Source: an optimization exercise on an open RTL-to-GDS flow (aim: small area). Production flows keep margins and buffers that such runs may drop. Only simulation tests tie the RTL to the original design; equivalence was not proved.

==> module Addition_Subtraction, before the edit <==
module Addition_Subtraction(
    input  [31:0] a_operand,
    input  [31:0] b_operand,
    input         AddBar_Sub,
    output [31:0] result
);
wire        swap, z, exc;
wire [7:0]  ea;
wire [23:0] siga, sh;
fp_align u_al(.a(a_operand[30:0]), .b(b_operand[30:0]), .swap(swap), .ea(ea),
              .siga(siga), .sh(sh), .z(z), .exc(exc));
wire es   = a_operand[31] ^ b_operand[31] ^ AddBar_Sub;
wire sign = swap ? (b_operand[31] ^ AddBar_Sub) : a_operand[31];
wire [23:0] xs;
wire        xc;
rca #(24) u_add(.a(siga), .b(sh ^ {24{es}}), .cin(es & ~z), .s(xs), .cout(xc));
wire [30:0] ra, rs;
wire dzero;
fp_addpath u_ap(.ea(ea), .s({xc, xs}), .r(ra));
fp_subpath u_sp(.ea(ea), .d(xs ^ {24{z}}), .hold(z), .r(rs), .dzero(dzero));
assign result = exc ? 32'd0 : {sign, es ? rs : ra};
endmodule
==> module multiplication, before the edit <==
module multiplication(
    input  [31:0] A,
    input  [31:0] B,
    output [31:0] Result
);
wire sign = A[31] ^ B[31];
wire exc  = (&A[30:23]) | (&B[30:23]);
wire ha   = |A[30:23];
wire hb   = |B[30:23];
wire [47:0] p;
mul24 u_mul(.a({ha, A[22:0]}), .b({hb, B[22:0]}), .p(p));
wire norm   = p[47];
wire sticky = |p[22:0];
wire [22:0] top = norm ? p[46:24] : p[45:23];
wire inc        = norm ? (p[23] & sticky) : p[22];
wire [22:0] mant = top + {22'd0, inc};
wire zero = ~exc & (&mant);
wire [9:0] T = {2'b00, A[30:23]} + {2'b00, B[30:23]} + 10'd385 + {9'd0, norm};
wire underflow = ~T[9];
wire overflow  = T[9] & T[8];
assign Result = underflow ? {sign, 31'd0} :
                overflow  ? {sign, 8'hff, 23'd0} :
                zero      ? {sign, 31'd0} :
                exc       ? 32'd0 :
                            {sign, T[7:0], mant};
endmodule
clock: 40.0 ns
lec_check: 0
abc_area: 1
cap_margin: 20
core_margin: 2
core_utilization: 50
slew_margin: 20
standard.sh (not shown) runs the stock make flow with config.mk's settings and CLKGATE_MAP_FILE= SYNTH_SCRIPT=/design/flow/synth_recipe.tcl, a recipe that flattens the netlist after the stock synthesis.
==> flow/flow/run.sh <==
#!/bin/bash
# Own layout flow: the standard flow (standard.sh) with changes to
# synthesis, none of which touches the registers, and a smaller port buffer:
#  1. ABC maps the logic with an area-oriented script (flow/area.abc) in place
#     of ORFS's; the synthesis script is otherwise synth_recipe.tcl unchanged.
#  2. flow/fapol.py chooses each full adder's polarity (a full adder with all
#     inputs inverted gives both outputs inverted) so that fewer inverters sit
#     between the adders and the registers.
#  3. Yosys maps the logic between the full/half adders and the registers
#     again with ABC (flow/area.abc), folding the inverters left next to logic
#     gates into them. This is repeated a few times on its own result; the
#     netlist with the least cell area is kept.
#  If step 2 or 3 fails, the layout goes on from the netlist of step 1.
#  4. The layout: standard.sh, with every input and output port buffered by
#     sky130_fd_sc_hd__buf_1 (BUFFER_PORTS_ARGS).
# Each step writes its full output to a log file of its own in this folder.
set -euo pipefail
W=$(pwd)
F=$W/flow
R=$W/orfs/results/$FLOW_PLATFORM/fft_bfly/base
L=$W/orfs/logs/$FLOW_PLATFORM/fft_bfly/base
LIB=$FLOW_HOME/platforms/$FLOW_PLATFORM/lib/sky130_fd_sc_hd__tt_025C_1v80.lib

{ head -n 1 synth_recipe.tcl; cat "$F/abc_override.tcl"; tail -n +2 synth_recipe.tcl; } > "$W/own_synth.tcl"
sed -e "s#SYNTH_SCRIPT=[^ ]*#SYNTH_SCRIPT=$W/own_synth.tcl#" standard.sh > "$W/own.sh"
grep -q "SYNTH_SCRIPT=$W/own_synth.tcl" "$W/own.sh"
export OWN_ABC_SCRIPT=$F/area.abc

bash "$W/own.sh" synth > "$W/log_1_synth.log" 2>&1
cp "$R/1_2_yosys.v" "$W/netlist_1_synth.v"

post() {
  python3 "$F/fapol.py" "$W/netlist_1_synth.v" "$W/netlist_2_fapol.v" > "$W/log_2_fapol.log" 2>&1 || return 1
  DONT_USE=$(grep -m1 '^abc -script' "$L/1_2_yosys.log" | grep -o -- '-dont_use [^ ]*' | tr '\n' ' ')
  D_PS=$(awk "BEGIN{print $FLOW_PERIOD_NS*1000}")
  prev=$W/netlist_2_fapol.v
  best=""; best_area=""
  for i in 1 2 3 4; do
    cat > "$W/resyn_$i.ys" <<EOY
read_liberty -ignore_miss_func $LIB
blackbox sky130_fd_sc_hd__fa_1 sky130_fd_sc_hd__ha_1 sky130_fd_sc_hd__conb_1 sky130_fd_sc_hd__dfxtp_1
read_verilog $prev
hierarchy -top $FLOW_TOP
flatten
opt_clean
rename -hide w:*.*
abc -liberty $LIB $DONT_USE -script $F/area.abc -D $D_PS
opt_clean -purge
tee -o $W/resyn_$i.area stat -liberty $LIB
write_verilog -noattr -noexpr -nohex -nodec $W/netlist_3_resyn_$i.v
EOY
    yosys -l "$W/log_3_resyn_$i.log" -q "$W/resyn_$i.ys" > /dev/null 2>&1 || return 1
    area=$(grep -m1 'Chip area' "$W/resyn_$i.area" | awk '{print $NF}')
    echo "resynthesis $i: cell area $area" >> "$W/log_3_resyn.log"
    if [[ -z "$best" ]] || awk "BEGIN{exit !($area < $best_area)}"; then
      best=$W/netlist_3_resyn_$i.v; best_area=$area
    fi
    prev=$W/netlist_3_resyn_$i.v
  done
  echo "kept $best ($best_area)" >> "$W/log_3_resyn.log"
  # the registers must be the same cells with the same names as before
  diff <(grep -o 'sky130_fd_sc_hd__df[a-z0-9_]* [^ ]*' "$W/netlist_1_synth.v" | sort) \
       <(grep -o 'sky130_fd_sc_hd__df[a-z0-9_]* [^ ]*' "$best" | sort) > "$W/log_3_regs.log" || return 1
  grep -q 'sky130_fd_sc_hd__fa_1' "$best" || return 1
  cp "$best" "$R/1_2_yosys.v" || return 1
}
if post; then echo "post-synthesis steps: done" > "$W/log_post.log"
else echo "post-synthesis steps failed: layout of the step 1 netlist" > "$W/log_post.log"
     cp "$W/netlist_1_synth.v" "$R/1_2_yosys.v"; fi
touch "$R/1_2_yosys.v"

bash "$W/own.sh" "BUFFER_PORTS_ARGS=-buffer_cell sky130_fd_sc_hd__buf_1" finish > "$W/log_4_layout.log" 2>&1
test -f "$W/out/final.def"
Other scripts of this flow, unchanged in this note and not shown: flow/flow/abc_override.tcl, flow/flow/area.abc, flow/flow/fapol.py
==> next run, changes <==
--- a/flow/design.v
+++ b/flow/design.v
@@ -113,11 +113,17 @@
 wire [23:0] xs;
 wire        xc;
 rca #(24) u_add(.a(siga), .b(sh ^ {24{es}}), .cin(es & ~z), .s(xs), .cout(xc));
-wire [30:0] ra, rs;
-wire dzero;
-fp_addpath u_ap(.ea(ea), .s({xc, xs}), .r(ra));
-fp_subpath u_sp(.ea(ea), .d(xs ^ {24{z}}), .hold(z), .r(rs), .dzero(dzero));
-assign result = exc ? 32'd0 : {sign, es ? rs : ra};
+wire        up = xc & ~es;
+wire [23:0] d  = up ? {1'b1, xs[23:1]} : (xs ^ {24{es & z}});
+wire [22:0] m;
+wire [4:0]  k;
+wire        dzero;
+priority_encoder u_pe(.d(d), .hold(~es | z), .m(m), .k(k), .zero(dzero));
+wire [7:0] kk = up ? 8'hff : {3'd0, k[4:3], k[2:0] & {3{~dzero}}};
+wire [7:0] e;
+wire unused_c;
+rca #(8) u_e(.a(ea), .b(~kk), .cin(1'b1), .s(e), .cout(unused_c));
+assign result = exc ? 32'd0 : {sign, e, m};
 endmodule
 module fp_addsub2_a(
     input  [31:0] t,
@@ -173,16 +179,22 @@
 wire sticky = |p[22:0];
 wire [22:0] top = norm ? p[46:24] : p[45:23];
 wire inc        = norm ? (p[23] & sticky) : p[22];
-wire [22:0] mant = top + {22'd0, inc};
-wire zero = ~exc & (&mant);
+wire [23:0] cy;
+assign cy[0] = inc;
+genvar g;
+generate for (g = 0; g < 23; g = g + 1) begin : rnd
+    assign cy[g+1] = top[g] & cy[g];
+end endgenerate
+wire [22:0] mant = top ^ cy[22:0];
+wire ones = (&top[22:1]) & (top[0] ^ inc);
+wire zero = ~exc & ones;
 wire [9:0] T = {2'b00, A[30:23]} + {2'b00, B[30:23]} + 10'd385 + {9'd0, norm};
 wire underflow = ~T[9];
 wire overflow  = T[9] & T[8];
-assign Result = underflow ? {sign, 31'd0} :
-                overflow  ? {sign, 8'hff, 23'd0} :
-                zero      ? {sign, 31'd0} :
-                exc       ? 32'd0 :
-                            {sign, T[7:0], mant};
+wire kill      = underflow | overflow | zero | exc;
+assign Result[31]    = sign & (underflow | overflow | ~exc);
+assign Result[30:23] = (overflow & ~underflow) ? 8'hff : (kill ? 8'd0 : T[7:0]);
+assign Result[22:0]  = kill ? 23'd0 : mant;
 endmodule
 module mul24(input [23:0] a, input [23:0] b, output [47:0] p);
 wire one_0 = b[0] ^ 1'b0;
What happened: Non-clock buffer count shrinks by 15; setup slack got worse by 100 ps; clock skew shrinks by 5.2 ps; global-route usage shrinks by 1.2 points; die area shrinks by about 1.1%; wire length shrinks by 3.7%; clock-buffer cell count grows by 1; flip-flop and latch count is unchanged; worst hold slack got worse by 14 ps; first-iteration DRC count shrinks by 3.8%; maximum frequency is about the same; area after synthesis shrinks by 1.1%.

## afterwards: timing with drivers on the ports
The results above use ideal ports. As a check the final layouts listed here were re-extracted and re-timed, cells and wires unchanged. Step 1, drivers: a clkbuf_16 drives clk and a buf_2 each remaining input, both assumed. Step 2 also shifts input and output timing later by t, the mid clock arrival at the registers, as if the neighbouring blocks saw the same clock. Slacks: no drivers / after step 1 / after step 2; pairs: no drivers / after step 1.
run | shift t [ns] | setup WS [ns] | worst setup path after step 2
the first run | 0.639 | 3.193 / 3.193 / 3.193 | register to register
the second run | 0.613 | 3.092 / 3.092 / 3.092 | register to register
After both steps setup and hold are still met in every run listed.
